This is an optimization exercise on Yosys and OpenROAD, whose aim is small area, not a production implementation.
At most, simulation tests tie the RTL to the original design; equivalence was not proved.
For runs 3 and 4, only the layout was checked, not whether the RTL still works.
Power is estimated from default activity; no workload was simulated. The flow treats the clock pin as an ideal source, which a real chip does not have.

==> flow/design.v <==
`timescale 1ns/100ps
module sisc (clk, rst_f, imem_addr, imem_rdata, dmem_addr, dmem_wdata, dmem_we, dmem_rdata, halted);
  input         clk, rst_f;
  output [15:0] imem_addr;
  input  [31:0] imem_rdata;
  output [15:0] dmem_addr;
  output [31:0] dmem_wdata;
  output        dmem_we;
  input  [31:0] dmem_rdata;
  output        halted;
  reg  [4:0]  ph;         
  reg         rot;        
  reg         hlt;
  reg  [15:0] pc;
  reg  [3:0]  st;         
  reg         c;          
  reg         acc;        
  reg  [4:0]  k;          
  reg  [15:0] a;          
  reg  [31:0] t;          
  reg  [31:0] r1, r2, r3, r4, r5, r6, r7, r8, r9, r10, r11, r12, r13, r14, r15;
  wire [3:0] op = imem_rdata[31:28];
  wire [3:0] mm = imem_rdata[27:24];
  wire [3:0] rs = imem_rdata[23:20];
  wire [3:0] rt = imem_rdata[19:16];
  wire [3:0] rd = imem_rdata[15:12];
  wire [3:0] fn = imem_rdata[3:0];
  wire act   = ~hlt;
  wire mm8   = (mm == 4'd8);
  wire isalu = (op == 4'd8);
  wire immf  = isalu & mm8;
  wire regf  = isalu & ~mm8;
  wire islod = (op == 4'd1);
  wire isstr = (op == 4'd2);
  wire isls  = islod | isstr;
  wire isswp = (op == 4'd3);
  wire ishlt = (op == 4'd15);
  wire isbr  = (op == 4'd4) | (op == 4'd5) | (op == 4'd6);
  wire issh  = regf & (fn[3:2] == 2'b10);
  wire two   = isalu | isls | isswp;
  wire last  = two ? rot : 1'b1;
  wire pcp   = act & ~ishlt & last & ph[4];      
  wire r0    = ~rot;
  wire anys  = |(mm & st);
  wire tk    = isbr & ((op == 4'd6) ? ~anys : anys);
  wire rel   = ~(tk & ((op == 4'd4) | (op == 4'd6)));
  reg pa, pb;
  always @* begin
    case (rs)
      4'd1: pa = r1[0];   4'd2: pa = r2[0];   4'd3: pa = r3[0];   4'd4: pa = r4[0];
      4'd5: pa = r5[0];   4'd6: pa = r6[0];   4'd7: pa = r7[0];   4'd8: pa = r8[0];
      4'd9: pa = r9[0];   4'd10: pa = r10[0]; 4'd11: pa = r11[0]; 4'd12: pa = r12[0];
      4'd13: pa = r13[0]; 4'd14: pa = r14[0]; 4'd15: pa = r15[0];
      default: pa = 1'b0;
    endcase
    case (rt)
      4'd1: pb = r1[0];   4'd2: pb = r2[0];   4'd3: pb = r3[0];   4'd4: pb = r4[0];
      4'd5: pb = r5[0];   4'd6: pb = r6[0];   4'd7: pb = r7[0];   4'd8: pb = r8[0];
      4'd9: pb = r9[0];   4'd10: pb = r10[0]; 4'd11: pb = r11[0]; 4'd12: pb = r12[0];
      4'd13: pb = r13[0]; 4'd14: pb = r14[0]; 4'd15: pb = r15[0];
      default: pb = 1'b0;
    endcase
  end
  wire [3:0] iidx  = (ph[4] & ~pcp) ? 4'd15 : ph[3:0];
  wire       ibit  = imem_rdata[iidx];
  wire       pcbit = pc[ph[3:0]];
  wire       dbit  = dmem_rdata[ph];
  wire inv   = issh ? fn[0] : (fn == 4'd2);
  wire first = (ph[3:0] == 4'd0) & (ph[4] == pcp);
  wire xb    = pcp ? (rel & pcbit) : ((immf | (regf & ~issh) | (isls & ~mm8)) & pa);
  wire yb    = pcp ? (tk & ibit) : ((immf | isls) ? ibit : (regf & (pb ^ inv)));
  wire cin   = pcp ? rel : (regf & inv);
  wire ci    = first ? cin : c;
  wire sum   = xb ^ yb ^ ci;
  wire co    = (xb & yb) | (xb & ci) | (yb & ci);
  reg lg;
  always @* begin
    case (fn[1:0])
      2'b00: lg = ~pa;
      2'b01: lg = pa | pb;
      2'b10: lg = pa & pb;
      default: lg = pa ^ pb;
    endcase
  end
  wire res = (regf & fn[3]) ? 1'b0 : ((regf & fn[2]) ? lg : sum);
  wire [4:0] kn   = ~k;
  wire       tap  = t[kn];
  wire [5:0] pk   = {1'b0, ph} + {1'b0, k};
  wire       msk  = fn[1] & (acc | (fn[0] ? ((k != 5'd0) & ~pk[5]) : pk[5]));
  reg       we;
  reg [3:0] wa;
  reg       wb;
  always @* begin
    we = 1'b0;
    wa = rt;
    wb = res;
    if (act) begin
      if (r0) begin
        if (isalu & ~issh) begin we = 1'b1; wa = regf ? rd : rt; wb = res; end
        if (isswp)         begin we = 1'b1; wa = rt; wb = pa; end
        if (islod & ph[4]) begin we = 1'b1; wa = rt; wb = dbit; end
      end else begin
        if (issh)           begin we = 1'b1; wa = rd; wb = tap & ~msk; end
        if (isswp)          begin we = 1'b1; wa = rs; wb = tap; end
        if (islod & ~ph[4]) begin we = 1'b1; wa = rt; wb = dbit; end
      end
    end
  end
  wire [15:0] wsel = we ? (16'd1 << wa) : 16'd0;
  always @(posedge clk) begin
    r1  <= {wsel[1]  ? wb : r1[0],  r1[31:1]};
    r2  <= {wsel[2]  ? wb : r2[0],  r2[31:1]};
    r3  <= {wsel[3]  ? wb : r3[0],  r3[31:1]};
    r4  <= {wsel[4]  ? wb : r4[0],  r4[31:1]};
    r5  <= {wsel[5]  ? wb : r5[0],  r5[31:1]};
    r6  <= {wsel[6]  ? wb : r6[0],  r6[31:1]};
    r7  <= {wsel[7]  ? wb : r7[0],  r7[31:1]};
    r8  <= {wsel[8]  ? wb : r8[0],  r8[31:1]};
    r9  <= {wsel[9]  ? wb : r9[0],  r9[31:1]};
    r10 <= {wsel[10] ? wb : r10[0], r10[31:1]};
    r11 <= {wsel[11] ? wb : r11[0], r11[31:1]};
    r12 <= {wsel[12] ? wb : r12[0], r12[31:1]};
    r13 <= {wsel[13] ? wb : r13[0], r13[31:1]};
    r14 <= {wsel[14] ? wb : r14[0], r14[31:1]};
    r15 <= {wsel[15] ? wb : r15[0], r15[31:1]};
  end
  wire aen = pcp | (act & r0 & isls & ~ph[4]);
  always @(posedge clk) begin
    c <= co;
    t <= {t[30:0], issh ? pa : pb};
    if (r0) acc <= ((ph == 5'd0) ? 1'b0 : acc) | (issh ? (pb & (ph >= 5'd5)) : sum);
    if (r0 & (ph < 5'd5)) k <= {sum, k[4:1]};
    if (aen) a <= {sum, a[15:1]};
  end
  wire stwe = act & r0 & (ph == 5'd31) & isalu & ((fn == 4'd1) | (fn == 4'd2));
  wire fsb  = (fn == 4'd2);
  always @(posedge clk or negedge rst_f) begin
    if (!rst_f) begin
      ph  <= 5'd0;
      rot <= 1'b0;
      hlt <= 1'b0;
      pc  <= 16'd0;
      st  <= 4'd0;
    end else begin
      ph  <= ph + 5'd1;
      hlt <= hlt | ishlt;
      if (ph == 5'd31) rot <= two & r0 & act;
      if (pcp & (ph == 5'd31)) pc <= {sum, a[15:1]};
      if (stwe) st <= {co ^ (regf & fsb),
                       ~(fsb ^ pa ^ pb) & (fsb ^ pb ^ sum),
                       sum,
                       ~(acc | sum)};
    end
  end
  assign imem_addr  = pc;
  assign dmem_addr  = a;
  assign dmem_we    = act & isstr & rot & (ph == 5'd0);
  assign dmem_wdata = {t[0], t[1], t[2], t[3], t[4], t[5], t[6], t[7],
                       t[8], t[9], t[10], t[11], t[12], t[13], t[14], t[15],
                       t[16], t[17], t[18], t[19], t[20], t[21], t[22], t[23],
                       t[24], t[25], t[26], t[27], t[28], t[29], t[30], t[31]};
  assign halted = hlt;
endmodule
==> flow/flow/run.sh <==
#!/bin/bash
# Standard ORFS layout (standard synthesis unchanged) with smaller port buffers
# and a clock tree with larger sink clusters and no dummy loads.
set -euo pipefail
export BUFFER_PORTS_ARGS="-buffer_cell sky130_fd_sc_hd__buf_1"
export CTS_ARGS="-sink_clustering_enable -repair_clock_nets -dont_use_dummy_load -sink_clustering_size 30 -sink_clustering_max_diameter 100"
bash standard.sh finish > flow_make.log 2>&1
==> flow/standard.sh <==
#!/bin/bash
# synth_recipe.tcl (not shown) runs the flow's synth.tcl, then flattens the netlist and writes it again
# the make line also repeats each setting of config.mk as NAME=value (left out here)
make -C /OpenROAD-flow-scripts/flow DESIGN_CONFIG=/design/flow/config.mk WORK_HOME=/design/flow/orfs CLKGATE_MAP_FILE= SYNTH_SCRIPT=/design/flow/synth_recipe.tcl "${@:-finish}"
==> flow/config.mk <==
export PLATFORM = sky130hd
export DESIGN_NAME = sisc
export DESIGN_NICKNAME = sisc
export VERILOG_FILES = /design/flow/design.v
export SDC_FILE = /design/flow/constraint.sdc
export NUM_CORES = 4
export LEC_CHECK = 0
export ABC_AREA = 1
export CAP_MARGIN = 20
export CORE_MARGIN = 2
export CORE_UTILIZATION = 70
export PLACE_DENSITY = 0.8
export SLEW_MARGIN = 20
==> flow/constraint.sdc <==
create_clock -name core_clock -period 10.0 [get_ports {clk}]
set_input_delay 2.0000 -clock core_clock [delete_from_list [all_inputs] [get_ports {clk}]]
set_output_delay 2.0000 -clock core_clock [all_outputs]
set_load 0.01 [all_outputs]
==> results.rst, run 1 <==
.. list-table::
   :header-rows: 1

   * - Metric
     - Value
   * - Status
     - finished clean
   * - CP max FO
     - 15
   * - Maximum clock insertion buffer count
     - 3
   * - Mapped Avg Cell Area
     - 12.3 um^2
   * - Final hold viol count
     - 0
   * - Sum of negative setup slack
     - 0 ps
   * - Hold Slack
     - roughly 310 ps
   * - Most common cell on crit path
     - sky130_fd_sc_hd__nand2_1
   * - Number of core rows
     - 53
   * - Detailed-route wire length on metal 1
     - between 10000 and 15000 um
   * - Post-detailed-placement half-perimeter wirelength
     - 17900 um
   * - First-pass DRT Iterations
     - 5
   * - Number of flops mapped to enable cells by yosys
     - 22
   * - Pin slew with the least headroom to its limit
     - a little under 700 ps
   * - # diodes
     - 0
   * - TritonCTS sink count
     - 562
   * - Most common cell after layout, fill and taps aside
     - sky130_fd_sc_hd__dfxtp_1
   * - Sum of buffers and inverters on the critical path
     - 4
   * - Data required time of the worst path
     - 10460 ps
   * - Relative max-transition margin
     - 54.6%
   * - Number of max-slew violations in the final report
     - 0
   * - Met2 wire length
     - 13100 um
   * - Number of nets in the synthesized netlist
     - about 1300
   * - Distinct cells, synth
     - 48
   * - Starting DRC count in detailed routing
     - between 500 and 600
   * - Number of max-cap violations
     - 0
   * - Flip-flop cell with the highest count after synthesis
     - sky130_fd_sc_hd__dfxtp_1
   * - Number of standard cells after synthesis
     - 1217
   * - Crit path arrival time
     - 5770 ps
   * - Number of nets with antenna violations after routing
     - 0
   * - Largest net degree at the start of global routing
     - 37
   * - Pwr dens
     - 209 nW/um^2
   * - WL met3
     - approximately 2100 um
   * - I/O pin cnt
     - 132
   * - Die height
     - 150 um
   * - Final Setup Violations
     - 0
   * - Clock latency (worst-skew pair)
     - 550 ps
   * - Most used cells in the layout excluding fill and tap cells
     - sky130_fd_sc_hd__dfxtp_1, sky130_fd_sc_hd__nand2_1, sky130_fd_sc_hd__buf_1
   * - Worst vdd ir
     - around 0.21 mV
   * - Uppermost layer routed
     - met5
   * - Number of remaining DRC errors
     - 0
   * - Tcrit/Tclk final
     - 53.1%
   * - Number of buffers inserted by post-CTS setup repair
     - 0
   * - Core Box Area
     - roughly 21000 um^2
   * - Wire length of the first global-routing pass
     - 42700 um
   * - Overall routed net length
     - 27500 um
   * - Detail-routed net length per standard cell
     - around 17 um
   * - Port bufs
     - 131
   * - GRT Total Usage
     - 24.4%
   * - Vias in the first global route
     - 8138
   * - Initial standard-cell utilization of the core
     - a little under three quarters
   * - Full die area
     - 22500 um^2
   * - Proportion of layout cells with a drive suffix above 1
     - approximately 6.7%
   * - Cell with the biggest individual delay on the critical path
     - sky130_fd_sc_hd__fa_1
   * - Final worst path period need
     - 5310 ps
   * - Synthesis-stage register bit count
     - 562
   * - Chip width
     - 150 um
   * - Share of flip-flops with an asynchronous set or reset
     - 4.80%
   * - Worst setup SP type
     - primary input
   * - Clock skew after layout
     - 49.6 ps
   * - Final global-route overflow total
     - 0
   * - Cts bufs inserted
     - 22
   * - RSZ-0062 raised after global routing
     - no
   * - Delay-heaviest family, CP
     - simple AND/OR/NAND/NOR gates
   * - Placer's final routability congestion estimate
     - 0.969
   * - Total number of H-tree levels
     - 1
   * - Initial antenna violation count
     - 2
   * - Reg clk slew, reported paths
     - 110 ps
   * - Worst path max stage delay
     - 640 ps
   * - Detailed-route vias per instance
     - 5.25
   * - Hold/Removal Path Class
     - reg -> reg
   * - Number of buffers inserted by hold repair at cts
     - 0
   * - Highest clock frequency the design can meet
     - 188 MHz
   * - Leakage
     - 6.81 nW
   * - Seq/Total Area, Yosys
     - 77.8%
   * - Master cell of the clock root buffer
     - sky130_fd_sc_hd__clkbuf_16
   * - Layout overhead on the synthesized area
     - 8.64%
   * - Type of the worst setup path
     - in -> reg
   * - Number of nets in the layout
     - about 1400
   * - Total standard cell area after synthesis
     - 14900 um^2
   * - DR vias
     - roughly 8600
   * - Critical Path Sink Type
     - flip-flop
   * - TritonCTS clock tree
     - built
   * - Yosys warning total
     - 1
   * - Post-CTS Resized
     - 0
final timing paths:
check / from / to / slack (ps) / depth (start not counted)
max in group asynchronous: rst_f / st[3]$_DFFE_PN0P_ / 8250 / 2
worst min register to register: r8[5]$_DFF_P_ / r8[4]$_DFF_P_ / 310 / 0
worst max-delay path: imem_rdata[29] / r12[31]$_DFF_P_ / 4690 / 25
min in group asynchronous: rst_f / ph[2]$_DFF_PN0_ / 1430 / 2
worst max register to register: rot$_DFFE_PN0P_ / r12[31]$_DFF_P_ / 6040 / 22
worst min-delay path: r8[5]$_DFF_P_ / r8[4]$_DFF_P_ / 310 / 0
worst reg2reg max path: stages, from the launching register on:
cell	delay [ps]
sky130_fd_sc_hd__dfrtp_1	470
sky130_fd_sc_hd__inv_1	200
sky130_fd_sc_hd__nand2_1	120
sky130_fd_sc_hd__nand2_1	120
sky130_fd_sc_hd__nand2_1	320
sky130_fd_sc_hd__nand2_1	220
sky130_fd_sc_hd__nor2_1	170
sky130_fd_sc_hd__nand2_1	80
sky130_fd_sc_hd__nand3_1	100
sky130_fd_sc_hd__nand3_1	110
sky130_fd_sc_hd__nand3_1	100
sky130_fd_sc_hd__nand2_1	50
sky130_fd_sc_hd__nand2_1	60
sky130_fd_sc_hd__inv_1	50
sky130_fd_sc_hd__fa_1	640
sky130_fd_sc_hd__inv_1	110
sky130_fd_sc_hd__nand2_1	80
sky130_fd_sc_hd__o21ai_1	70
sky130_fd_sc_hd__inv_1	90
sky130_fd_sc_hd__nand2_1	60
sky130_fd_sc_hd__nand2_1	390
sky130_fd_sc_hd__nand3_1	190
sky130_fd_sc_hd__nand2_1	120
layout make-up:
class                           count  area [um^2]
Sequential cell                   562        11600
Tap cell                          275          344
Fill cell                        1271         4760
Inverter                           89          342
Multi-Input combinational cell    545         2840
Timing Repair Buffer              135          522
Clock buffer                       22          551
power breakdown:
part	switching (mW)	total (mW)	internal, mW
Sequential	0.0132	2.28	2.27
Clock	0.602	1.00	0.398
Combinational	0.0655	0.0971	0.0316
cells by family after synthesis:
family / Yosys count / share of synthesized area [%]
compound gates: 84 / 3.28
fa+ha+maj: 11 / 0.973
simple gates: 431 / 13.4
flops: 562 / 77.8
mux: 15 / 1.13
buf+inv: 110 / 3.18
xor+xnor: 4 / 0.235
Yosys cell counts, types with 4 or more instances:
library cell               count  area, um^2
sky130_fd_sc_hd__nand4_1      15        93.8
sky130_fd_sc_hd__buf_4         5        37.5
sky130_fd_sc_hd__nand2_2       9        56.3
sky130_fd_sc_hd__a21oi_1      15        75.1
sky130_fd_sc_hd__nand3_1      87         435
sky130_fd_sc_hd__nand3_4       5        87.6
sky130_fd_sc_hd__o31ai_1       5        37.5
sky130_fd_sc_hd__o21ai_0      33         165
sky130_fd_sc_hd__mux2_2       15         169
sky130_fd_sc_hd__buf_2        10        50.1
sky130_fd_sc_hd__dfxtp_1     513       10300
sky130_fd_sc_hd__o22ai_1       6        37.5
sky130_fd_sc_hd__nand3_2       4        40.0
sky130_fd_sc_hd__edfxtp_1     22         661
sky130_fd_sc_hd__nand2_4       4        45.0
sky130_fd_sc_hd__dfrtp_1      27         676
sky130_fd_sc_hd__inv_1        76         285
sky130_fd_sc_hd__ha_1         10         125
sky130_fd_sc_hd__nand2_1     210         788
sky130_fd_sc_hd__nor2_1       76         285
sky130_fd_sc_hd__o21ai_1      12        60.1
sky130_fd_sc_hd__nor2_4        4        45.0
sky130_fd_sc_hd__inv_2        11        41.3
sky130_fd_sc_hd__nor3_1        7        35.0
metal layers:
layer  track usage (%)  vias up
li1                  -     4143
met3              3.87       59
met2              41.5      359
met4              5.85        4
met5                 0        -
met1              33.2     3988
through the flow:
step                cell area (um^2)  instances  setup slack (ps)  utilization, %  total power, mW
floorplan                      14900       1217              5260               -             2.39
global placement               15600       1606              4560            74.7             2.43
global route                   16200       1628              4290            77.3             3.49
detailed placement             15600       1606              4370            74.7             2.43
CTS                            16200       1628              4760            77.3             3.40
finish                         16200       1628              4690            77.3             3.38
==> inputs of run 2 (changes only) <==
==> flow/run.sh (new file) <==
#!/bin/bash
# synth_recipe.tcl (not shown) runs the flow's synth.tcl, then flattens the netlist and writes it again
# the make line also repeats each setting of config.mk as NAME=value (left out here)
make -C /OpenROAD-flow-scripts/flow DESIGN_CONFIG=/design/flow/config.mk WORK_HOME=/design/flow/orfs CLKGATE_MAP_FILE= SYNTH_SCRIPT=/design/flow/synth_recipe.tcl finish
--- a/flow/config.mk
+++ b/flow/config.mk
@@ -9,5 +9,4 @@
 export CAP_MARGIN = 20
 export CORE_MARGIN = 2
-export CORE_UTILIZATION = 70
-export PLACE_DENSITY = 0.8
+export CORE_UTILIZATION = 40
 export SLEW_MARGIN = 20
removed: flow/flow/run.sh
removed: flow/standard.sh
==> results.rst, run 2 <==
.. list-table::
   :header-rows: 1

   * - Metric
     - Value
   * - Status
     - finished clean
   * - Net Switching
     - 0.846 mW (+24%)
   * - Largest family of logic cells by synthesized area
     - simple AND/OR/NAND/NOR gates
   * - Core Box Area
     - 36700 um^2 (+75%)
   * - Critical Path Sink Type
     - primary output
   * - Source of the worst hold timing path
     - r4[4]$_DFF_P_
   * - Number of flops mapped to enable cells by yosys
     - 22 (unchanged)
   * - Detail-routed net length per standard cell
     - 13.7 um (-19%)
   * - Flip-flop cell with the highest count after synthesis
     - sky130_fd_sc_hd__dfxtp_1
   * - Sum of negative setup slack
     - 0 ps (unchanged)
   * - Multi-input combinational cell area
     - 2840 um^2 (unchanged)
   * - TritonCTS clock tree
     - built
   * - Master cell of the clock root buffer
     - sky130_fd_sc_hd__clkbuf_16
   * - Most used cells in the layout excluding fill and tap cells
     - sky130_fd_sc_hd__dfxtp_1, sky130_fd_sc_hd__nand2_1, sky130_fd_sc_hd__clkdlybuf4s50_1
   * - Seq/Total Area, Yosys
     - 77.8% (unchanged)
   * - Number of nets with antenna violations after routing
     - 0 (unchanged)
   * - GRT Total Usage
     - 13.5% (-11 points)
   * - Clock latency (worst-skew pair)
     - 550 ps (about the same)
   * - Initial antenna violation count
     - 0 (-2)
   * - Wire length of the first global-routing pass
     - 42000 um (-1.5%)
   * - Hold/Removal Path Class
     - reg -> reg
   * - Worst r2r dst
     - r12[31]$_DFF_P_
   * - Placed cell areas
     - 16700 um^2 (+6.7%)
   * - Combinational power share
     - 3.0% (about the same)
   * - Final Setup Violations
     - 0 (unchanged)
   * - Top cell types by occurrence after synthesis
     - sky130_fd_sc_hd__dfxtp_1, sky130_fd_sc_hd__nand2_1, sky130_fd_sc_hd__nand3_1
   * - Vias in the first global route
     - 8097 (-0.50%)
   * - DR vias
     - 8413 (-1.6%)
   * - Number of nets in the synthesized netlist
     - 1294 (unchanged)
   * - Cell with the biggest individual delay on the critical path
     - sky130_fd_sc_hd__clkdlybuf4s50_1
   * - Number of buffers inserted by hold repair at cts
     - 0 (unchanged)
   * - Die height
     - 197 um (+31%)
   * - Full die area
     - 38800 um^2 (+73%)
   * - Area share of the leading cell type in the synthesized netlist
     - 68.9% (unchanged)
   * - Most instantiated library cell after synthesis
     - sky130_fd_sc_hd__dfxtp_1
   * - Type of the worst setup path
     - in -> out
   * - Number of standard cells after synthesis
     - 1217 (unchanged)
   * - Overall routed net length
     - 25900 um (-6.0%)
   * - Number of max-cap violations
     - 0 (unchanged)
   * - R2R setup slack
     - 5520 ps (-520 ps)
   * - Maximum clock insertion buffer count
     - 3 (unchanged)
   * - Final global-route overflow total
     - 0 (unchanged)
   * - Chip width
     - 197 um (+31%)
   * - Number of core rows
     - 70 (+32%)
   * - Share of flip-flops with an asynchronous set or reset
     - 4.80% (unchanged)
   * - Post-detailed-placement half-perimeter wirelength
     - 17200 um (-4.2%)
   * - Worst path max stage delay
     - 670 ps (+30 ps)
   * - Fraction of power consumed by sequential logic
     - 53.9% (-14 points)
   * - Pin slew with the least headroom to its limit
     - 1040 ps (+357 ps)
   * - Share of synthesized cell area in full adder, half adder and majority cells
     - 0.973% (unchanged)
   * - Placer's final routability congestion estimate
     - 0.831 (-14%)
   * - Number of fill cells in the layout
     - 3240 (+150%)
   * - Starting DRC count in detailed routing
     - 317 (-45%)
   * - Number of max-slew violations in the final report
     - 0 (unchanged)
   * - Post-synthesis xor/xnor area fraction
     - 0.235% (unchanged)
   * - Total number of H-tree levels
     - 2 (+1)
   * - Synthesized-area fraction occupied by ao, oa, aoi and oai cells
     - 3.28% (unchanged)
   * - Detailed-route vias per instance
     - 4.46 (-15%)
   * - Dominant cells by area after synthesis
     - sky130_fd_sc_hd__dfxtp_1, sky130_fd_sc_hd__nand2_1, sky130_fd_sc_hd__dfrtp_1, sky130_fd_sc_hd__edfxtp_1, sky130_fd_sc_hd__nand3_1
   * - Relative max-transition margin
     - 30.7% (-24 points)
   * - Area fraction in and, or, nand and nor cells after synthesis
     - 13.4% (unchanged)
   * - # diodes
     - 0 (unchanged)
   * - Mapped Avg Cell Area
     - 12.3 um^2 (unchanged)
   * - Clock share of power
     - 43.0% (+13 points)
   * - Post-CTS Resized
     - 0 (unchanged)
   * - Launch instance of the worst register-to-register path
     - ph[0]$_DFF_PN0_
   * - Number of nets in the layout
     - 1458 (+1.8%)
   * - Cts bufs inserted
     - 50 (+130%)
   * - Pwr dens
     - 231 nW/um^2 (+11%)
   * - Largest net degree at the start of global routing
     - 37 (unchanged)
   * - Tcrit/Tclk final
     - 61.1% (+7.9 points)
   * - Mux contribution to synthesized area
     - 1.13% (unchanged)
   * - First-pass DRT Iterations
     - 5 (unchanged)
   * - Most common cell after layout, fill and taps aside
     - sky130_fd_sc_hd__dfxtp_1
   * - Register cell area after layout
     - 11600 um^2 (unchanged)
   * - Leakage
     - 7.67 nW (+13%)
   * - Yosys warning total
     - 1 (unchanged)
   * - I/O pin cnt
     - 132 (unchanged)
   * - Utilization after layout
     - 49.9% (-27 points)
   * - Final hold viol count
     - 0 (unchanged)
   * - Most common cell on crit path
     - sky130_fd_sc_hd__clkdlybuf4s50_1
   * - Final worst path period need
     - 6110 ps (+793 ps)
   * - Reg clk slew, reported paths
     - 60 ps (-50 ps)
   * - Clock skew after layout
     - 10.7 ps (-38.8 ps)
   * - Data required time of the worst path
     - 8000 ps (-2460 ps)
   * - Internal power consumption
     - 3.39 mW (+26%)
   * - CP max FO
     - 8 (-7)
   * - TritonCTS sink count
     - 562 (unchanged)
   * - Number of buffers inserted by post-CTS setup repair
     - 0 (unchanged)
   * - Proportion of layout cells with a drive suffix above 1
     - 10.1% (+3.4 points)
   * - Initial standard-cell utilization of the core
     - 40.6% (-31 points)
   * - Count of cells along the worst hold path
     - 0 (unchanged)
   * - Post-route standard cell area excluding fillers
     - 18300 um^2 (+13%)
   * - Number of remaining DRC errors
     - 0 (unchanged)
   * - Total standard cell area after synthesis
     - 14900 um^2 (unchanged)
   * - Port bufs
     - 131 (unchanged)
   * - RSZ-0062 raised after global routing
     - no
   * - Sw Share
     - 20.0% (-0.18 points)
   * - Distinct cells, synth
     - 48 (unchanged)
   * - Cells along the critical path
     - clkdlybuf4s50_1 > inv_1 > nor3_1 > nand2_1 > nor2_1 > clkdlybuf4s50_1
   * - Layout overhead on the synthesized area
     - 22.8%
   * - Highest clock frequency the design can meet
     - 164 MHz (-13%)
   * - Crit path arrival time
     - 4110 ps (-1660 ps)
   * - Post-synth top area cell
     - sky130_fd_sc_hd__dfxtp_1
   * - Depth of the worst register-to-register path
     - 19 (-14%)
   * - Synthesis-stage register bit count
     - 562 (unchanged)
   * - Worst setup SP type
     - primary input
   * - Worst vdd ir
     - 0.143 mV (-31%)
   * - Sink of the worst hold path
     - r4[3]$_DFF_P_
-- run 2: changes by cell type in the layout (fill, tap and decap cells not counted), moves of 9 or more --
cell | before | now
sky130_fd_sc_hd__buf_1 | 131 | 0
sky130_fd_sc_hd__clkdlybuf4s50_1 | 0 | 131
sky130_fd_sc_hd__clkbuf_16 | 22 | 52
sky130_fd_sc_hd__clkbuf_1 | 0 | 12
sky130_fd_sc_hd__clkbuf_8 | 0 | 10
sky130_fd_sc_hd__clkinv_2 | 0 | 9
-- run 2: layout make-up --
cell class / count / area share (%)
flip-flops and latches: 562 / 63.4
clock buffers: 74 / 8.11
clock inverters: 15 / 0.690
multi-input cells: 545 / 15.5
well taps: 468 / 3.20
repair buffers: 133 / 7.25
inverters: 89 / 1.87
-- run 2: cell families after synthesis --
group           count (synthesis)
compound gates                 84
xor+xnor                        4
fa+ha+maj                      11
buf+inv                       110
flops                         562
mux                            15
simple gates                  431
-- run 2: worst max-delay path: cells and delay by family --
family	cells	cell delay, ps
simple gates	3	740
buf+inv	3	1360
-- run 2: how the worst max path moves through the flow --
stage                    from         endpoint  slack (ps)  cells past startpoint
6_report       imem_rdata[29]          dmem_we        3890                      6
5_1_grt        imem_rdata[29]          dmem_we        3770                      6
4_1_cts        imem_rdata[29]          dmem_we        3990                      6
3_5_place_dp   imem_rdata[29]  r11[31]$_DFF_P_        3910                     25
3_3_place_gp   imem_rdata[29]          dmem_we        4030                      6
2_1_floorplan  imem_rdata[29]   r8[31]$_DFF_P_        5260                     28
-- run 2: power by group through the flow --
stage                     logic (mW)  clock network [mW]  registers (mW)
after floorplan               0.0526                   0            2.34
after global placement         0.128                   0            2.33
after detailed placement       0.129                   0            2.34
after CTS                      0.130                1.88            2.29
after global routing           0.141                1.97            2.29
final                          0.129                1.82            2.29
-- run 2: routing by layer --
layer / track usage, % / wire [um] / vias to the layer above
li1: - / - / 4240
met1: 18.9 / 12800 / 3917
met2: 20.7 / 10900 / 212
met3: 3.47 / 1620 / 44
met4: 3.62 / 515 / 0
met5: 0 / 0 / -
-- run 2: metrics by stage --
step	std cells	hold WS (ps)	worst slack, ps	total power [mW]
after floorplan	1217	310	5260	2.39
after global placement	1797	310	4030	2.46
after detailed placement	1797	312	3910	2.46
after CTS	1886	317	3990	4.29
after global routing	1886	324	3770	4.40
final	1886	316	3890	4.24
==> inputs of run 3 (changes only) <==
--- a/flow/design.v
+++ b/flow/design.v
@@ -62,10 +62,9 @@
     endcase
   end
-  wire [3:0] iidx  = (ph[4] & ~pcp) ? 4'd15 : ph[3:0];
-  wire       ibit  = imem_rdata[iidx];
+  wire       ph0   = (ph[3:0] == 4'd0);
+  wire       ibit  = (ph[4] & ~pcp) ? imem_rdata[15] : (ph0 ? imem_rdata[0] : a[0]);
   wire       pcbit = pc[ph[3:0]];
-  wire       dbit  = dmem_rdata[ph];
   wire inv   = issh ? fn[0] : (fn == 4'd2);
-  wire first = (ph[3:0] == 4'd0) & (ph[4] == pcp);
+  wire first = ph0 & (ph[4] == pcp);
   wire xb    = pcp ? (rel & pcbit) : ((immf | (regf & ~issh) | (isls & ~mm8)) & pa);
   wire yb    = pcp ? (tk & ibit) : ((immf | isls) ? ibit : (regf & (pb ^ inv)));
@@ -87,5 +86,5 @@
   wire       tap  = t[kn];
   wire [5:0] pk   = {1'b0, ph} + {1'b0, k};
-  wire       msk  = fn[1] & (acc | (fn[0] ? ((k != 5'd0) & ~pk[5]) : pk[5]));
+  wire       msk  = issh & fn[1] & (acc | (fn[0] ? ((k != 5'd0) & ~pk[5]) : pk[5]));
   reg       we;
   reg [3:0] wa;
@@ -99,9 +98,9 @@
         if (isalu & ~issh) begin we = 1'b1; wa = regf ? rd : rt; wb = res; end
         if (isswp)         begin we = 1'b1; wa = rt; wb = pa; end
-        if (islod & ph[4]) begin we = 1'b1; wa = rt; wb = dbit; end
+        if (islod & ph[4] & ~ph0) begin we = 1'b1; wa = rt; wb = tap; end
       end else begin
         if (issh)           begin we = 1'b1; wa = rd; wb = tap & ~msk; end
         if (isswp)          begin we = 1'b1; wa = rs; wb = tap; end
-        if (islod & ~ph[4]) begin we = 1'b1; wa = rt; wb = dbit; end
+        if (islod & (~ph[4] | ph0)) begin we = 1'b1; wa = rt; wb = tap; end
       end
     end
@@ -125,11 +124,19 @@
     r15 <= {wsel[15] ? wb : r15[0], r15[31:1]};
   end
-  wire aen = pcp | (act & r0 & isls & ~ph[4]);
+  wire [31:0] dw = {dmem_rdata[16:0], dmem_rdata[31:17]};
+  wire [31:0] dwr;
+  assign dwr = {dw[0], dw[1], dw[2], dw[3], dw[4], dw[5], dw[6], dw[7],
+                dw[8], dw[9], dw[10], dw[11], dw[12], dw[13], dw[14], dw[15],
+                dw[16], dw[17], dw[18], dw[19], dw[20], dw[21], dw[22], dw[23],
+                dw[24], dw[25], dw[26], dw[27], dw[28], dw[29], dw[30], dw[31]};
+  wire tld = islod & r0 & (ph == 5'd16);
   always @(posedge clk) begin
     c <= co;
-    t <= {t[30:0], issh ? pa : pb};
+    if (tld) t <= dwr;
+    else     t <= {t[30:0], issh ? pa : pb};
     if (r0) acc <= ((ph == 5'd0) ? 1'b0 : acc) | (issh ? (pb & (ph >= 5'd5)) : sum);
-    if (r0 & (ph < 5'd5)) k <= {sum, k[4:1]};
-    if (aen) a <= {sum, a[15:1]};
+    if (r0 & (ph < 5'd5)) k <= {issh & sum, k[4:1]};
+    if (ph0) a <= {sum, imem_rdata[15:1]};
+    else     a <= {sum, a[15:1]};
   end
   wire stwe = act & r0 & (ph == 5'd31) & isalu & ((fn == 4'd1) | (fn == 4'd2));
@@ -155,9 +162,9 @@
   assign imem_addr  = pc;
   assign dmem_addr  = a;
-  assign dmem_we    = act & isstr & rot & (ph == 5'd0);
-  assign dmem_wdata = {t[0], t[1], t[2], t[3], t[4], t[5], t[6], t[7],
-                       t[8], t[9], t[10], t[11], t[12], t[13], t[14], t[15],
-                       t[16], t[17], t[18], t[19], t[20], t[21], t[22], t[23],
-                       t[24], t[25], t[26], t[27], t[28], t[29], t[30], t[31]};
+  assign dmem_we    = act & isstr & rot & (ph == 5'd16);
+  assign dmem_wdata = {t[16], t[17], t[18], t[19], t[20], t[21], t[22], t[23],
+                       t[24], t[25], t[26], t[27], t[28], t[29], t[30], t[31],
+                       t[0], t[1], t[2], t[3], t[4], t[5], t[6], t[7],
+                       t[8], t[9], t[10], t[11], t[12], t[13], t[14], t[15]};
   assign halted = hlt;
 endmodule
==> flow/flow/run.sh (new file) <==
#!/bin/bash
# Standard ORFS layout (standard synthesis unchanged) with small port buffers
# and a clock tree with larger sink clusters and no dummy loads.
set -euo pipefail
export BUFFER_PORTS_ARGS="-buffer_cell sky130_fd_sc_hd__buf_1"
export CTS_ARGS="-sink_clustering_enable -repair_clock_nets -dont_use_dummy_load -sink_clustering_size 40 -sink_clustering_max_diameter 100"
bash standard.sh finish > flow_make.log 2>&1
==> flow/standard.sh (new file) <==
#!/bin/bash
# synth_recipe.tcl (not shown) runs the flow's synth.tcl, then flattens the netlist and writes it again
# the make line also repeats each setting of config.mk as NAME=value (left out here)
make -C /OpenROAD-flow-scripts/flow DESIGN_CONFIG=/design/flow/config.mk WORK_HOME=/design/flow/orfs CLKGATE_MAP_FILE= SYNTH_SCRIPT=/design/flow/synth_recipe.tcl "${@:-finish}"
--- a/flow/config.mk
+++ b/flow/config.mk
@@ -6,7 +6,7 @@
 export NUM_CORES = 4
 export LEC_CHECK = 0
-export ABC_AREA = 1
 export CAP_MARGIN = 20
 export CORE_MARGIN = 2
-export CORE_UTILIZATION = 40
+export CORE_UTILIZATION = 80
+export PLACE_DENSITY = 0.85
 export SLEW_MARGIN = 20
removed: flow/run.sh
==> results.rst, run 3 <==
.. list-table::
   :header-rows: 1

   * - Metric
     - Value
   * - Status
     - aborted with a tool error
   * - Stopping stage
     - 3_5_place_dp
   * - Error message
     - [ERROR DPL-0033] detailed placement checks failed during check placement.
   * - Port bufs
     - 131 (unchanged)
   * - Synthesis-stage register bit count
     - 562 (unchanged)
   * - Mapped Avg Cell Area
     - 15.5 um^2 (+27%)
   * - Number of flops mapped to enable cells by yosys
     - 6 (-73%)
   * - Yosys warning total
     - 1 (unchanged)
   * - Chip width
     - 139 um (-30%)
   * - Area share of the leading cell type in the synthesized netlist
     - 72.8% (+3.9 points)
   * - Seq/Total Area, Yosys
     - 78.7% (+0.83 points)
   * - Die height
     - 139 um (-30%)
   * - Initial standard-cell utilization of the core
     - 81.3% (+41 points)
   * - Flip-flop cell with the highest count after synthesis
     - sky130_fd_sc_hd__dfxtp_1
   * - Number of nets in the synthesized netlist
     - 1014 (-22%)
   * - Number of core rows
     - 49 (-30%)
   * - Dominant cells by area after synthesis
     - sky130_fd_sc_hd__dfxtp_1, sky130_fd_sc_hd__dfrtp_1, sky130_fd_sc_hd__mux2_2, sky130_fd_sc_hd__mux4_2, sky130_fd_sc_hd__nand2_1
   * - Most instantiated library cell after synthesis
     - sky130_fd_sc_hd__dfxtp_1
   * - Distinct cells, synth
     - 73 (+52%)
   * - Total standard cell area after synthesis
     - 14600 um^2 (-2.4%)
   * - Placer's final routability congestion estimate
     - 0.971 (+17%)
   * - Number of standard cells after synthesis
     - 937 (-23%)
   * - Post-detailed-placement half-perimeter wirelength
     - 20500 um (+19%)
   * - Share of flip-flops with an asynchronous set or reset
     - 4.80% (unchanged)
   * - I/O pin cnt
     - 132 (unchanged)
   * - Top cell types by occurrence after synthesis
     - sky130_fd_sc_hd__dfxtp_1, sky130_fd_sc_hd__nand2_1, sky130_fd_sc_hd__mux2_2
   * - Post-synth top area cell
     - sky130_fd_sc_hd__dfxtp_1
## run 3: cell types whose count changed after synthesis, sizes merged, moves of 18 or more
cell and delta:
o21ai -33, mux4 +19, nor2 -67, clkbuf +18, inv -80, nand3 -87, mux2 +52, nand2 -151
## run 3: power by group through the flow
| stage | clock network [mW] | registers (mW) | logic (mW) |
|---|---|---|---|
| 2_1_floorplan | 0 | 2.31 | 0.0420 |
| 3_3_place_gp | 0 | 2.31 | 0.0730 |
## run 3: worst max path at each step
stage | start | end | depth (start not counted)
after floorplan | imem_rdata[16] | r10[31]$_DFF_P_ | 15
after global placement | imem_rdata[16] | r3[31]$_DFF_P_ | 13
## run 3: cell families after synthesis
group | share of synthesized area [%]
AO/OA/AOI/OAI | 3.78
XOR/XNOR | 0.421
adder cells (fa/ha/maj) | 0.998
buffers and inverters | 1.05
flip-flops | 78.7
multiplexers | 9.38
AND/OR/NAND/NOR | 5.70
## run 3: through the flow
| stage | hold slack, ps | cell area, um^2 | power [mW] | setup slack [ps] |
|---|---|---|---|---|
| floorplan | 310 | 14600 | 2.36 | 4080 |
| global placement | 310 | 15200 | 2.39 | 3590 |
==> inputs of run 4 (changes only) <==
==> flow/flow/run.sh (replaced) <==
#!/bin/bash
# Standard ORFS layout (standard synthesis unchanged) with small port buffers
# and a clock tree with larger sink clusters and no dummy loads.
set -euo pipefail
export BUFFER_PORTS_ARGS="-buffer_cell sky130_fd_sc_hd__buf_1"
export CTS_ARGS="-sink_clustering_enable -repair_clock_nets -dont_use_dummy_load -sink_clustering_size 30 -sink_clustering_max_diameter 100"
bash standard.sh finish > flow_make.log 2>&1
--- a/flow/config.mk
+++ b/flow/config.mk
@@ -8,5 +8,5 @@
 export CAP_MARGIN = 20
 export CORE_MARGIN = 2
-export CORE_UTILIZATION = 80
-export PLACE_DENSITY = 0.85
+export CORE_UTILIZATION = 70
+export PLACE_DENSITY = 0.8
 export SLEW_MARGIN = 20
==> results.rst, run 4 <==
.. list-table::
   :header-rows: 1

   * - Metric
     - Value
   * - Status
     - finished clean
   * - GRT Total Usage
     - 25.4%
   * - Mapped Avg Cell Area
     - 15.5 um^2 (unchanged)
   * - Worst r2r dst
     - r1[31]$_DFF_P_
   * - Starting DRC count in detailed routing
     - 363
   * - Crit path arrival time
     - 6520 ps
   * - Most instantiated library cell after synthesis
     - sky130_fd_sc_hd__dfxtp_1
   * - Number of remaining DRC errors
     - 0
   * - Distinct cells, synth
     - 73 (unchanged)
   * - Maximum clock insertion buffer count
     - 3
   * - Synthesis-stage register bit count
     - 562 (unchanged)
   * - Number of standard cells after synthesis
     - 937 (unchanged)
   * - Critical path launch point
     - imem_rdata[16]
   * - Number of fill cells in the layout
     - 1124
   * - Data required time of the worst path
     - 10450 ps
   * - Hold/Removal Path Class
     - reg -> reg
   * - Clock skew after layout
     - 74.0 ps
   * - Pin slew with the least headroom to its limit
     - about 810 ps
   * - CP max FO
     - 15
   * - Number of buffers inserted by hold repair at cts
     - 0
   * - Sw Share
     - roughly a fifth
   * - Reg clk slew, reported paths
     - 110 ps
   * - Depth of the worst register-to-register path
     - 15
   * - DR vias
     - 7201
   * - Dominant cells by area after synthesis
     - sky130_fd_sc_hd__dfxtp_1, sky130_fd_sc_hd__dfrtp_1, sky130_fd_sc_hd__mux2_2, sky130_fd_sc_hd__mux4_2, sky130_fd_sc_hd__nand2_1
   * - Internal power consumption
     - 2.68 mW
   * - Yosys warning total
     - 1 (unchanged)
   * - Cts bufs inserted
     - 22
   * - Initial antenna violation count
     - 2
   * - Initial standard-cell utilization of the core
     - 71.7% (-9.6 points)
   * - Wire length of the first global-routing pass
     - 42700 um
   * - Utilization after layout
     - 78.0%
   * - Number of buffers inserted by post-CTS setup repair
     - 0
   * - Combinational power share
     - 2.4%
   * - R2R setup slack
     - 4900 ps
   * - Clock share of power
     - 30.3%
   * - Net Switching
     - 0.677 mW
   * - Full die area
     - 22000 um^2
   * - Proportion of layout cells with a drive suffix above 1
     - 10.8%
   * - Placer's final routability congestion estimate
     - 0.883 (-9.0%)
   * - Core Box Area
     - 20300 um^2
   * - Area share of the leading cell type in the synthesized netlist
     - 72.8% (unchanged)
   * - Number of nets with antenna violations after routing
     - 0
   * - Share of flip-flops with an asynchronous set or reset
     - 4.80% (unchanged)
   * - Relative max-transition margin
     - 46.2%
   * - TritonCTS sink count
     - approximately 560
   * - RSZ-0062 raised after global routing
     - no
   * - Post-CTS Resized
     - 0
   * - Detail-routed net length per standard cell
     - just over 20 um
   * - Largest net degree at the start of global routing
     - 34
   * - Layout overhead on the synthesized area
     - 8.86%
   * - TritonCTS clock tree
     - built
   * - Top cell types by occurrence after synthesis
     - sky130_fd_sc_hd__dfxtp_1, sky130_fd_sc_hd__nand2_1, sky130_fd_sc_hd__mux2_2
   * - Number of core rows
     - 52 (+6.1%)
   * - Die height
     - 148 um (+6.7%)
   * - Worst setup SP type
     - primary input
   * - Worst vdd ir
     - 0.236 mV
   * - Number of flops mapped to enable cells by yosys
     - 6 (unchanged)
   * - Port bufs
     - 131 (unchanged)
   * - I/O pin cnt
     - 132 (unchanged)
   * - Vias in the first global route
     - 7512
   * - Highest clock frequency the design can meet
     - 165 MHz
   * - Most used cells in the layout excluding fill and tap cells
     - sky130_fd_sc_hd__dfxtp_1, sky130_fd_sc_hd__buf_1, sky130_fd_sc_hd__nand2_1
   * - Launch instance of the worst register-to-register path
     - ph[0]$_DFF_PN0_
   * - Final global-route overflow total
     - 0
   * - Source of the worst hold timing path
     - r2[29]$_DFF_P_
   * - Chip width
     - 148 um (+6.7%)
   * - Most common cell after layout, fill and taps aside
     - sky130_fd_sc_hd__dfxtp_1
   * - Number of nets in the synthesized netlist
     - 1014 (unchanged)
   * - Total standard cell area after synthesis
     - 14600 um^2 (unchanged)
   * - Final hold viol count
     - 0
   * - Type of the worst setup path
     - in -> reg
   * - Sum of negative setup slack
     - 0 ps
   * - First-pass DRT Iterations
     - 4
   * - Seq/Total Area, Yosys
     - 78.7% (unchanged)
   * - Master cell of the clock root buffer
     - sky130_fd_sc_hd__clkbuf_16
   * - Pwr dens
     - 212 nW/um^2
   * - Number of nets in the layout
     - 1142
   * - Final worst path period need
     - 6070 ps
   * - Tcrit/Tclk final
     - 60.7%
   * - Overall routed net length
     - 27500 um
   * - Critical Path End
     - r1[31]$_DFF_P_
   * - # diodes
     - 0
   * - Number of max-cap violations
     - 0
   * - Critical Path Sink Type
     - flip-flop
   * - Number of max-slew violations in the final report
     - 0
   * - Final Setup Violations
     - 0
   * - Post-detailed-placement half-perimeter wirelength
     - 16500 um (-20%)
   * - Post-synth top area cell
     - sky130_fd_sc_hd__dfxtp_1
   * - Clock latency (worst-skew pair)
     - roughly 570 ps
   * - Flip-flop cell with the highest count after synthesis
     - sky130_fd_sc_hd__dfxtp_1
   * - Detailed-route vias per instance
     - 5.40
   * - Power Total
     - 3.36 mW
   * - Leakage
     - 6.35 nW
   * - Total number of H-tree levels
     - 1
   * - Fraction of power consumed by sequential logic
     - 67.4%
## run 4: cell counts after synthesis
No cell type changed its count.
## run 4: final cells by class
class | instances | area [um^2] | area share [%]
inverter | 8 | 30.0 | 0.190
sequential | 562 | 11400 | 72.3
tap | 270 | 338 | 2.13
clock buffer | 22 | 551 | 3.48
multi-input combinational | 338 | 2970 | 18.7
timing repair buffer | 133 | 507 | 3.20
## run 4: worst min-delay path by stage
stage,to,slack (ps),cells past startpoint
floorplan,r10[0]$_DFF_P_,310,0
global placement,r12[15]$_DFF_P_,310,0
detailed placement,r9[5]$_DFF_P_,310,0
CTS,r15[1]$_DFF_P_,270,0
global route,r2[28]$_DFF_P_,290,0
finish,r2[28]$_DFF_P_,280,0
## run 4: kinds of logic after synthesis
logic type	count (synthesis)	share of synthesized area (%)
fa+ha+maj	11	0.998
simple gates	147	5.70
compound gates	71	3.78
xor+xnor	7	0.421
flops	562	78.7
buf+inv	37	1.05
mux	102	9.38
## run 4: through the flow
stage	hold slack [ps]	setup WS (ps)	cell area (um^2)	cells
finish	280	3930	15800	1333
global route	287	3620	15800	1333
CTS	274	3710	15800	1333
detailed placement	312	3410	15300	1311
global placement	311	3540	15300	1311
floorplan	310	4080	14600	937
## run 4: power by group through the flow
stage	registers, mW	logic (mW)	clock network, mW
floorplan	2.31	0.0420	0
CTS	2.26	0.0781	1.04
global route	2.27	0.0867	1.10
detailed placement	2.31	0.0759	0
finish	2.26	0.0792	1.02
global placement	2.31	0.0737	0
## run 4: worst max-delay path, stage by stage
cell and delay, ps:
sky130_fd_sc_hd__buf_1 330, sky130_fd_sc_hd__mux4_2 570, sky130_fd_sc_hd__mux4_2 600, sky130_fd_sc_hd__xor2_1 200, sky130_fd_sc_hd__o32ai_1 90, sky130_fd_sc_hd__o21a_1 220, sky130_fd_sc_hd__fa_1 700, sky130_fd_sc_hd__a31oi_1 80
sky130_fd_sc_hd__a2111o_1 420, sky130_fd_sc_hd__o211ai_1 290, sky130_fd_sc_hd__a21oi_1 170, sky130_fd_sc_hd__a211oi_4 600, sky130_fd_sc_hd__mux2_1 240
## run 4: routing by layer
metal / share of wire (%) / GRT usage, % / routed length, um
met5: 0 / 0 / 0
met4: 3.3 / 7.48 / 900
met3: 5.6 / 4.02 / 1550
met2: 49 / 43.0 / 13400
met1: 42 / 34.4 / 11600
==> inputs of run 5 (changes only) <==
--- a/flow/design.v
+++ b/flow/design.v
@@ -67,5 +67,5 @@
   wire inv   = issh ? fn[0] : (fn == 4'd2);
   wire first = ph0 & (ph[4] == pcp);
-  wire xb    = pcp ? (rel & pcbit) : ((immf | (regf & ~issh) | (isls & ~mm8)) & pa);
+  wire xb    = pcp ? (rel & pcbit) : ((immf | (regf & ~issh) | (isls & ~mm8) | isswp) & pa);
   wire yb    = pcp ? (tk & ibit) : ((immf | isls) ? ibit : (regf & (pb ^ inv)));
   wire cin   = pcp ? rel : (regf & inv);
@@ -85,6 +85,7 @@
   wire [4:0] kn   = ~k;
   wire       tap  = t[kn];
-  wire [5:0] pk   = {1'b0, ph} + {1'b0, k};
-  wire       msk  = issh & fn[1] & (acc | (fn[0] ? ((k != 5'd0) & ~pk[5]) : pk[5]));
+  wire       lsh  = issh & fn[1];
+  wire       shv  = (lsh & fn[0] & (k == 5'd0)) ? pa : tap;
+  wire       tin  = issh ? (pa & ~(lsh & (fn[0] ^ rot))) : pb;
   reg       we;
   reg [3:0] wa;
@@ -97,8 +98,8 @@
       if (r0) begin
         if (isalu & ~issh) begin we = 1'b1; wa = regf ? rd : rt; wb = res; end
-        if (isswp)         begin we = 1'b1; wa = rt; wb = pa; end
+        if (isswp)         begin we = 1'b1; wa = rt; wb = res; end
         if (islod & ph[4] & ~ph0) begin we = 1'b1; wa = rt; wb = tap; end
       end else begin
-        if (issh)           begin we = 1'b1; wa = rd; wb = tap & ~msk; end
+        if (issh)           begin we = 1'b1; wa = rd; wb = shv & ~(lsh & acc); end
         if (isswp)          begin we = 1'b1; wa = rs; wb = tap; end
         if (islod & (~ph[4] | ph0)) begin we = 1'b1; wa = rt; wb = tap; end
@@ -134,5 +135,5 @@
     c <= co;
     if (tld) t <= dwr;
-    else     t <= {t[30:0], issh ? pa : pb};
+    else     t <= {t[30:0], tin};
     if (r0) acc <= ((ph == 5'd0) ? 1'b0 : acc) | (issh ? (pb & (ph >= 5'd5)) : sum);
     if (r0 & (ph < 5'd5)) k <= {issh & sum, k[4:1]};
==> flow/flow/run.sh (replaced) <==
#!/bin/bash
# Standard ORFS layout (standard synthesis unchanged) with small port buffers
# and a clock tree with larger sink clusters and no dummy loads.
set -euo pipefail
export BUFFER_PORTS_ARGS="-buffer_cell sky130_fd_sc_hd__buf_1"
export CTS_ARGS="-sink_clustering_enable -repair_clock_nets -dont_use_dummy_load -sink_clustering_size 34 -sink_clustering_max_diameter 50"
bash standard.sh finish > flow_make.log 2>&1
==> results.rst, run 5 <==
.. list-table::
   :header-rows: 1

   * - Metric
     - Value
   * - Layout overhead on the synthesized area
     - 11.0%
   * - Reg clk slew, reported paths
     - 110 ps (about the same)
   * - Proportion of layout cells with a drive suffix above 1
     - 12.6% (+1.8 points)
   * - Post-route standard cell area excluding fillers
     - 16100 um^2 (+1.4%)
   * - Mapped Avg Cell Area
     - 15.1 um^2 (-3.0%)
   * - I/O pin cnt
     - 132 (unchanged)
   * - Seq/Total Area, Yosys
     - 79.1% (+0.46 points)
   * - Crit path arrival time
     - 6250 ps (-270 ps)
   * - Yosys warning total
     - 1 (unchanged)
   * - DR vias
     - 7556 (+4.9%)
   * - Die height
     - 148 um (-0.29%)
   * - Number of flops mapped to enable cells by yosys
     - 6 (unchanged)
   * - Top cell types by occurrence after synthesis
     - sky130_fd_sc_hd__dfxtp_1, sky130_fd_sc_hd__nand2_1, sky130_fd_sc_hd__mux2_2
   * - Post-synth top area cell
     - sky130_fd_sc_hd__dfxtp_1
   * - Detail-routed net length per standard cell
     - 21.0 um (+1.9%)
   * - Dominant cells by area after synthesis
     - sky130_fd_sc_hd__dfxtp_1, sky130_fd_sc_hd__mux2_2, sky130_fd_sc_hd__dfrtp_1, sky130_fd_sc_hd__mux4_2, sky130_fd_sc_hd__nand2_1
   * - Utilization after layout
     - 79.4% (+1.3 points)
   * - Master cell of the clock root buffer
     - sky130_fd_sc_hd__clkbuf_16
   * - Final worst path period need
     - 5920 ps (-147 ps)
   * - Hold/Removal Path Class
     - reg -> reg
   * - TritonCTS sink count
     - 562 (unchanged)
   * - Number of buffers inserted by hold repair at cts
     - 0 (unchanged)
   * - Most used cells in the layout excluding fill and tap cells
     - sky130_fd_sc_hd__dfxtp_1, sky130_fd_sc_hd__buf_1, sky130_fd_sc_hd__nand2_1
   * - Number of fill cells in the layout
     - 1027 (-8.6%)
   * - Distinct cells, synth
     - 69 (-5.5%)
   * - Sum of negative setup slack
     - 0 ps (unchanged)
   * - Overall routed net length
     - 28700 um (+4.5%)
   * - GRT Total Usage
     - 26.7% (+1.3 points)
   * - Largest net degree at the start of global routing
     - 34 (unchanged)
   * - Number of max-slew violations in the final report
     - 0 (unchanged)
   * - Fraction of power consumed by sequential logic
     - 62.6% (-4.8 points)
   * - Final hold viol count
     - 0 (unchanged)
   * - Number of nets with antenna violations after routing
     - 0 (unchanged)
   * - Initial standard-cell utilization of the core
     - 71.5% (-0.19 points)
   * - Share of flip-flops with an asynchronous set or reset
     - 4.80% (unchanged)
   * - Worst setup SP type
     - primary input
   * - Leakage
     - 6.45 nW (+1.6%)
   * - First-pass DRT Iterations
     - 5 (+1)
   * - Most instantiated library cell after synthesis
     - sky130_fd_sc_hd__dfxtp_1
   * - Data required time of the worst path
     - 10330 ps (-120 ps)
   * - Full die area
     - 21800 um^2 (-0.57%)
   * - Clock skew after layout
     - 75.8 ps (+1.78 ps)
   * - Hold Slack
     - 292 ps (+11.3 ps)
   * - RSZ-0062 raised after global routing
     - no
   * - Critical Path Sink Type
     - flip-flop
   * - Number of remaining DRC errors
     - 0 (unchanged)
   * - Number of nets in the synthesized netlist
     - 1033 (+1.9%)
   * - Number of core rows
     - 52 (unchanged)
   * - Core Box Area
     - 20200 um^2 (-0.32%)
   * - Initial antenna violation count
     - 2 (unchanged)
   * - Final Setup Violations
     - 0 (unchanged)
   * - Detailed-route vias per instance
     - 5.53 (+2.3%)
   * - Synthesis-stage register bit count
     - 562 (unchanged)
   * - Final global-route overflow total
     - 0 (unchanged)
   * - Maximum clock insertion buffer count
     - 3 (unchanged)
   * - Status
     - finished clean
   * - Pwr dens
     - 225 nW/um^2 (+6.0%)
   * - Clock latency (worst-skew pair)
     - 540 ps (-30 ps)
   * - Area share of the leading cell type in the synthesized netlist
     - 73.2% (+0.43 points)
   * - Net Switching
     - 0.725 mW (+7.1%)
   * - Port bufs
     - 131 (unchanged)
   * - Number of buffers inserted by post-CTS setup repair
     - 0 (unchanged)
   * - Vias in the first global route
     - 7763 (+3.3%)
   * - Post-CTS Resized
     - 0 (unchanged)
   * - Cts bufs inserted
     - 34 (+55%)
   * - Starting DRC count in detailed routing
     - 624 (+72%)
   * - Placed cell areas
     - 15200 um^2 (-0.54%)
   * - Sw Share
     - 20.1% (-0.080 points)
   * - Number of max-cap violations
     - 0 (unchanged)
   * - Total standard cell area after synthesis
     - 14500 um^2 (-0.58%)
   * - Flip-flop cell with the highest count after synthesis
     - sky130_fd_sc_hd__dfxtp_1
   * - Number of nets in the layout
     - 1171 (+2.5%)
   * - Combinational power share
     - 2.0% (-0.4 points)
   * - Worst vdd ir
     - 0.226 mV (-4.5%)
   * - Pin slew with the least headroom to its limit
     - 862 ps (+56.3 ps)
   * - Relative max-transition margin
     - 42.5% (-3.7 points)
   * - Number of standard cells after synthesis
     - 960 (+2.5%)
   * - Tcrit/Tclk final
     - 59.2% (-1.5 points)
   * - Post-detailed-placement half-perimeter wirelength
     - 16300 um (-1.0%)
   * - Clock share of power
     - 35.4% (+5.1 points)
   * - Placer's final routability congestion estimate
     - 0.870 (-1.5%)
   * - Type of the worst setup path
     - in -> reg
   * - CP max FO
     - 16 (+1)
   * - Total number of H-tree levels
     - 2 (+1)
   * - Wire length of the first global-routing pass
     - 44400 um (+3.9%)
   * - Internal power consumption
     - 2.89 mW (+7.6%)
   * - Highest clock frequency the design can meet
     - 169 MHz (+2.5%)
   * - TritonCTS clock tree
     - built
   * - Most common cell after layout, fill and taps aside
     - sky130_fd_sc_hd__dfxtp_1
   * - Chip width
     - 148 um (-0.29%)
==> run 5: final cells by class <==
class | count | area (um^2) | area share [%]
repair buffers | 137 | 534 | 3.33
inverters | 10 | 37.5 | 0.234
well taps | 270 | 338 | 2.10
diodes | 1 | 2.50 | 0.0156
multi-input cells | 353 | 2850 | 17.7
clock buffers | 34 | 851 | 5.30
flip-flops and latches | 562 | 11400 | 71.3
==> run 5: worst paths after layout <==
path / from / end / slack [ps] / depth (start not counted)
max in group asynchronous: rst_f / pc[0]$_DFFE_PN0P_ / 8220 / 2
min in group asynchronous: rst_f / rot$_DFFE_PN0N_ / 1500 / 2
worst max-delay path: imem_rdata[29] / r4[31]$_DFF_P_ / 4080 / 16
worst max register to register: ph[0]$_DFF_PN0_ / r4[31]$_DFF_P_ / 5440 / 16
worst min register to register: r14[23]$_DFF_P_ / r14[22]$_DFF_P_ / 290 / 0
worst min-delay path: r14[23]$_DFF_P_ / r14[22]$_DFF_P_ / 290 / 0
==> run 5: logic make-up after synthesis <==
logic type | after synthesis | synth area share [%]
fa+ha+maj | 8 | 0.727
compound gates | 70 | 3.36
xor+xnor | 8 | 0.484
flops | 562 | 79.1
mux | 96 | 8.70
simple gates | 171 | 6.39
buf+inv | 45 | 1.21
==> run 5: through the flow <==
| stage | setup slack, ps | std cells | power [mW] |
|---|---|---|---|
| 6_report | 4080 | 1367 | 3.61 |
| 5_1_grt | 3730 | 1367 | 3.71 |
| 4_1_cts | 3710 | 1364 | 3.63 |
| 3_5_place_dp | 3320 | 1330 | 2.38 |
| 3_3_place_gp | 3570 | 1330 | 2.38 |
| 2_1_floorplan | 4370 | 960 | 2.35 |
==> run 5: power by group through the flow <==
stage	clock network (mW)	logic (mW)	registers [mW]
2_1_floorplan	0	0.0379	2.31
3_3_place_gp	0	0.0683	2.31
3_5_place_dp	0	0.0700	2.31
4_1_cts	1.29	0.0717	2.26
5_1_grt	1.37	0.0799	2.26
6_report	1.28	0.0734	2.26
==> run 5: worst max-delay path, stage by stage <==
cell	delay, ps
sky130_fd_sc_hd__buf_1	630
sky130_fd_sc_hd__or3b_2	270
sky130_fd_sc_hd__o21ai_0	80
sky130_fd_sc_hd__a221oi_1	480
sky130_fd_sc_hd__nor2b_1	110
sky130_fd_sc_hd__mux2_2	300
sky130_fd_sc_hd__a32oi_1	190
sky130_fd_sc_hd__o21ai_0	130
sky130_fd_sc_hd__fa_1	630
sky130_fd_sc_hd__o22ai_1	210
sky130_fd_sc_hd__o2111ai_1	160
sky130_fd_sc_hd__o211ai_1	210
sky130_fd_sc_hd__a22oi_1	110
sky130_fd_sc_hd__clkbuf_4	210
sky130_fd_sc_hd__clkbuf_2	180
sky130_fd_sc_hd__mux2_1	330
==> run 5: metal layers <==
metal	GRT usage [%]	share of wire, %	up-vias
li1	-	-	3486
met1	36.4	42	3621
met2	44.1	48	368
met3	4.75	7.3	81
met4	8.56	3.3	0
met5	0	0	-
==> inputs of run 6 (changes only) <==
==> flow/flow/run.sh (replaced) <==
#!/bin/bash
# Standard ORFS layout (standard synthesis unchanged) with small port buffers
# and a clock tree with larger sink clusters and no dummy loads.
set -euo pipefail
export BUFFER_PORTS_ARGS="-buffer_cell sky130_fd_sc_hd__buf_1"
export CTS_ARGS="-sink_clustering_enable -repair_clock_nets -dont_use_dummy_load -sink_clustering_size 32 -sink_clustering_max_diameter 70"
bash standard.sh finish > flow_make.log 2>&1
--- a/flow/config.mk
+++ b/flow/config.mk
@@ -8,5 +8,5 @@
 export CAP_MARGIN = 20
 export CORE_MARGIN = 2
-export CORE_UTILIZATION = 70
-export PLACE_DENSITY = 0.8
+export CORE_UTILIZATION = 72
+export PLACE_DENSITY = 0.85
 export SLEW_MARGIN = 20
==> results.rst, run 6 <==
.. list-table::
   :header-rows: 1

   * - Metric
     - Value
   * - Total number of H-tree levels
     - 1 (-1)
   * - Final worst path period need
     - 5880 ps (-45.4 ps)
   * - Critical Path Sink Type
     - flip-flop
   * - Number of standard cells after synthesis
     - 960 (unchanged)
   * - TritonCTS clock tree
     - built
   * - Largest family of logic cells by synthesized area
     - multiplexers
   * - Worst vdd ir
     - 0.228 mV (+1.2%)
   * - Initial standard-cell utilization of the core
     - 73.8% (+2.4 points)
   * - Relative max-transition margin
     - 47.1% (+4.5 points)
   * - Internal power consumption
     - 2.68 mW (-7.2%)
   * - Multi-input combinational cell area
     - 2850 um^2 (+0.18%)
   * - Maximum clock insertion buffer count
     - 3 (unchanged)
   * - Post-synth top area cell
     - sky130_fd_sc_hd__dfxtp_1
   * - Hold/Removal Path Class
     - reg -> reg
   * - Largest net degree at the start of global routing
     - 34 (unchanged)
   * - Depth of the worst register-to-register path
     - 15 (-1)
   * - Clock share of power
     - 30.5% (-4.9 points)
   * - Combinational power share
     - 2.2% (+0.2 points)
   * - Most common cell after layout, fill and taps aside
     - sky130_fd_sc_hd__dfxtp_1
   * - Status
     - finished clean
   * - Tcrit/Tclk final
     - 58.8% (-0.45 points)
   * - Launch instance of the worst register-to-register path
     - ph[0]$_DFF_PN0_
   * - Final instance count without filler cells
     - 1349 (-1.3%)
   * - Master cell of the clock root buffer
     - sky130_fd_sc_hd__clkbuf_16
   * - DR vias
     - 7634 (+1.0%)
   * - Sw Share
     - 20.2% (+0.16 points)
   * - Post-synthesis xor/xnor area fraction
     - 0.484% (unchanged)
   * - Top cell types by occurrence after synthesis
     - sky130_fd_sc_hd__dfxtp_1, sky130_fd_sc_hd__nand2_1, sky130_fd_sc_hd__mux2_2
   * - Post-CTS Resized
     - 0 (unchanged)
   * - Net Switching
     - 0.679 mW (-6.3%)
   * - Full die area
     - 21200 um^2 (-2.7%)
   * - Dominant cells by area after synthesis
     - sky130_fd_sc_hd__dfxtp_1, sky130_fd_sc_hd__mux2_2, sky130_fd_sc_hd__dfrtp_1, sky130_fd_sc_hd__mux4_2, sky130_fd_sc_hd__nand2_1
   * - Register cell area after layout
     - 11400 um^2 (unchanged)
   * - Die height
     - 146 um (-1.4%)
   * - Mapped Avg Cell Area
     - 15.1 um^2 (unchanged)
   * - Utilization after layout
     - 80.4% (+1.0 points)
   * - Type of the worst setup path
     - in -> reg
   * - Seq/Total Area, Yosys
     - 79.1% (unchanged)
   * - Worst setup SP type
     - primary input
   * - Wire length of the first global-routing pass
     - 44900 um (+1.2%)
   * - Clock latency (worst-skew pair)
     - 560 ps (+20 ps)
   * - First-pass DRT Iterations
     - 7 (+2)
   * - Distinct cells, synth
     - 69 (unchanged)
   * - Cts bufs inserted
     - 22 (-35%)
   * - CP max FO
     - 16 (unchanged)
   * - Clock skew after layout
     - 73.6 ps (-2.15 ps)
   * - Sink of the worst hold path
     - r8[6]$_DFF_P_
   * - Mux contribution to synthesized area
     - 8.70% (unchanged)
   * - Count of cells along the worst hold path
     - 0 (unchanged)
   * - Synthesis-stage register bit count
     - 562 (unchanged)
   * - Number of max-slew violations in the final report
     - 0 (unchanged)
   * - Source of the worst hold timing path
     - r8[7]$_DFF_P_
   * - Crit path arrival time
     - 6350 ps (+100 ps)
   * - Initial antenna violation count
     - 2 (unchanged)
   * - Reg clk slew, reported paths
     - 110 ps (about the same)
   * - Synthesized-area fraction occupied by ao, oa, aoi and oai cells
     - 3.36% (unchanged)
   * - Most used cells in the layout excluding fill and tap cells
     - sky130_fd_sc_hd__dfxtp_1, sky130_fd_sc_hd__buf_1, sky130_fd_sc_hd__nand2_1
   * - Port bufs
     - 131 (unchanged)
   * - Post-detailed-placement half-perimeter wirelength
     - 17000 um (+4.0%)
   * - R2R setup slack
     - 5420 ps (-20 ps)
   * - Pwr dens
     - 213 nW/um^2 (-5.2%)
   * - Cell total after placement
     - 1325 (-0.38%)
   * - Final Setup Violations
     - 0 (unchanged)
   * - Highest clock frequency the design can meet
     - 170 MHz (+0.77%)
   * - Number of buffers inserted by post-CTS setup repair
     - 0 (unchanged)
   * - Number of buffers inserted by hold repair at cts
     - 0 (unchanged)
   * - Final hold viol count
     - 0 (unchanged)
   * - Detailed-route vias per instance
     - 5.66 (+2.4%)
   * - Most instantiated library cell after synthesis
     - sky130_fd_sc_hd__dfxtp_1
   * - Number of nets in the layout
     - 1157 (-1.2%)
   * - Share of synthesized cell area in full adder, half adder and majority cells
     - 0.727% (unchanged)
## run 6: cell counts after synthesis
Identical to the previous run, type by type.
## run 6: worst max-delay path by stage
stage / from / endpoint / slack [ps] / cells past startpoint
2_1_floorplan: imem_rdata[16] / r10[31]$_DFF_P_ / 4370 / 15
3_3_place_gp: imem_rdata[29] / r13[31]$_DFF_P_ / 3600 / 15
3_5_place_dp: imem_rdata[29] / r14[31]$_DFF_P_ / 3330 / 15
4_1_cts: imem_rdata[29] / r13[31]$_DFF_P_ / 3820 / 15
5_1_grt: imem_rdata[29] / r13[31]$_DFF_P_ / 3920 / 15
6_report: imem_rdata[29] / r13[31]$_DFF_P_ / 4120 / 15
## run 6: worst max-delay path, cell delays in order
cell	delay, ps
sky130_fd_sc_hd__buf_1	560
sky130_fd_sc_hd__or3b_2	270
sky130_fd_sc_hd__o21ai_0	90
sky130_fd_sc_hd__a221oi_1	500
sky130_fd_sc_hd__nor2b_1	100
sky130_fd_sc_hd__mux2_2	300
sky130_fd_sc_hd__a32oi_1	180
sky130_fd_sc_hd__o21ai_0	130
sky130_fd_sc_hd__fa_1	730
sky130_fd_sc_hd__a31oi_1	70
sky130_fd_sc_hd__a21o_1	190
sky130_fd_sc_hd__o21ai_0	80
sky130_fd_sc_hd__o211ai_1	140
sky130_fd_sc_hd__a22oi_2	690
sky130_fd_sc_hd__mux2_2	310
## run 6: final cells by class
class / instances / share of cell area (%)
sequential: 562 / 72.7
antenna: 2 / 0.0318
timing repair buffer: 135 / 3.31
tap: 265 / 2.11
clock buffer: 22 / 3.50
inverter: 10 / 0.238
multi-input combinational: 353 / 18.1
## run 6: metal layers
metal,GRT usage [%],share of wire (%),vias to the layer above
met1,37.5,41,3660
met5,0,0.049,-
li1,-,-,3465
met2,45.4,48,401
met4,9.51,4.2,2
met3,4.08,6.9,106
## run 6: kinds of logic after synthesis
logic type                 after synthesis
DFF                                    562
adders and majority gates                8
xor gates and xnor gates                 8
and+or+nand+nor                        171
muxes                                   96
AOI/OAI and AO/OA                       70
buffers and inverters                   45
## run 6: through the flow
stage | worst slack [ps] | area, um^2 | power, mW
2_1_floorplan | 4370 | 14500 | 2.35
3_3_place_gp | 3600 | 15200 | 2.38
3_5_place_dp | 3330 | 15200 | 2.38
4_1_cts | 3820 | 15700 | 3.37
5_1_grt | 3920 | 15700 | 3.44
6_report | 4120 | 15700 | 3.36
## run 6: power groups by stage
stage,Sequential [mW],Clock [mW],Combinational (mW)
global route,2.26,1.10,0.0802
floorplan,2.31,0,0.0379
global placement,2.31,0,0.0685
detailed placement,2.31,0,0.0703
CTS,2.26,1.04,0.0725
finish,2.26,1.02,0.0749

-- static timing again, ports no longer ideal --
The flow's constraints put no driver on any port. The routed layouts listed below were extracted and timed again, unchanged, in two steps. Step 1: set_driving_cell puts a clkbuf_16 on clk and a buf_2 on each other input, an assumption about the parent block. Step 2 times the ports against the registers' clock, not the clock port: input delays grow and output delays shrink by t, the midpoint of the rising clock arrivals with the driver on. Slacks: ideal ports / drivers / drivers and shift; pairs: ideal ports / drivers.
run | shift t [ns] | slack for setup (ns) | hold slack, ns
run 1 | 0.569 | 4.686 / 4.696 / 4.135 | 0.305 / 0.305 / 0.305
run 2 | 0.595 | 3.892 / 3.845 / 3.832 | 0.316 / 0.316 / 0.316
run 4 | 0.578 | 3.932 / 3.909 / 3.331 | 0.280 / 0.280 / 0.280
run 5 | 0.546 | 4.079 / 4.097 / 3.551 | 0.292 / 0.292 / 0.292
run 6 | 0.573 | 4.125 / 4.149 / 3.576 | 0.293 / 0.293 / 0.293
After both steps setup and hold are still met in every run listed. For run 4, which loses most, drivers alone change the setup slack by -0.023 ns; drivers and shift together by -0.601 ns.
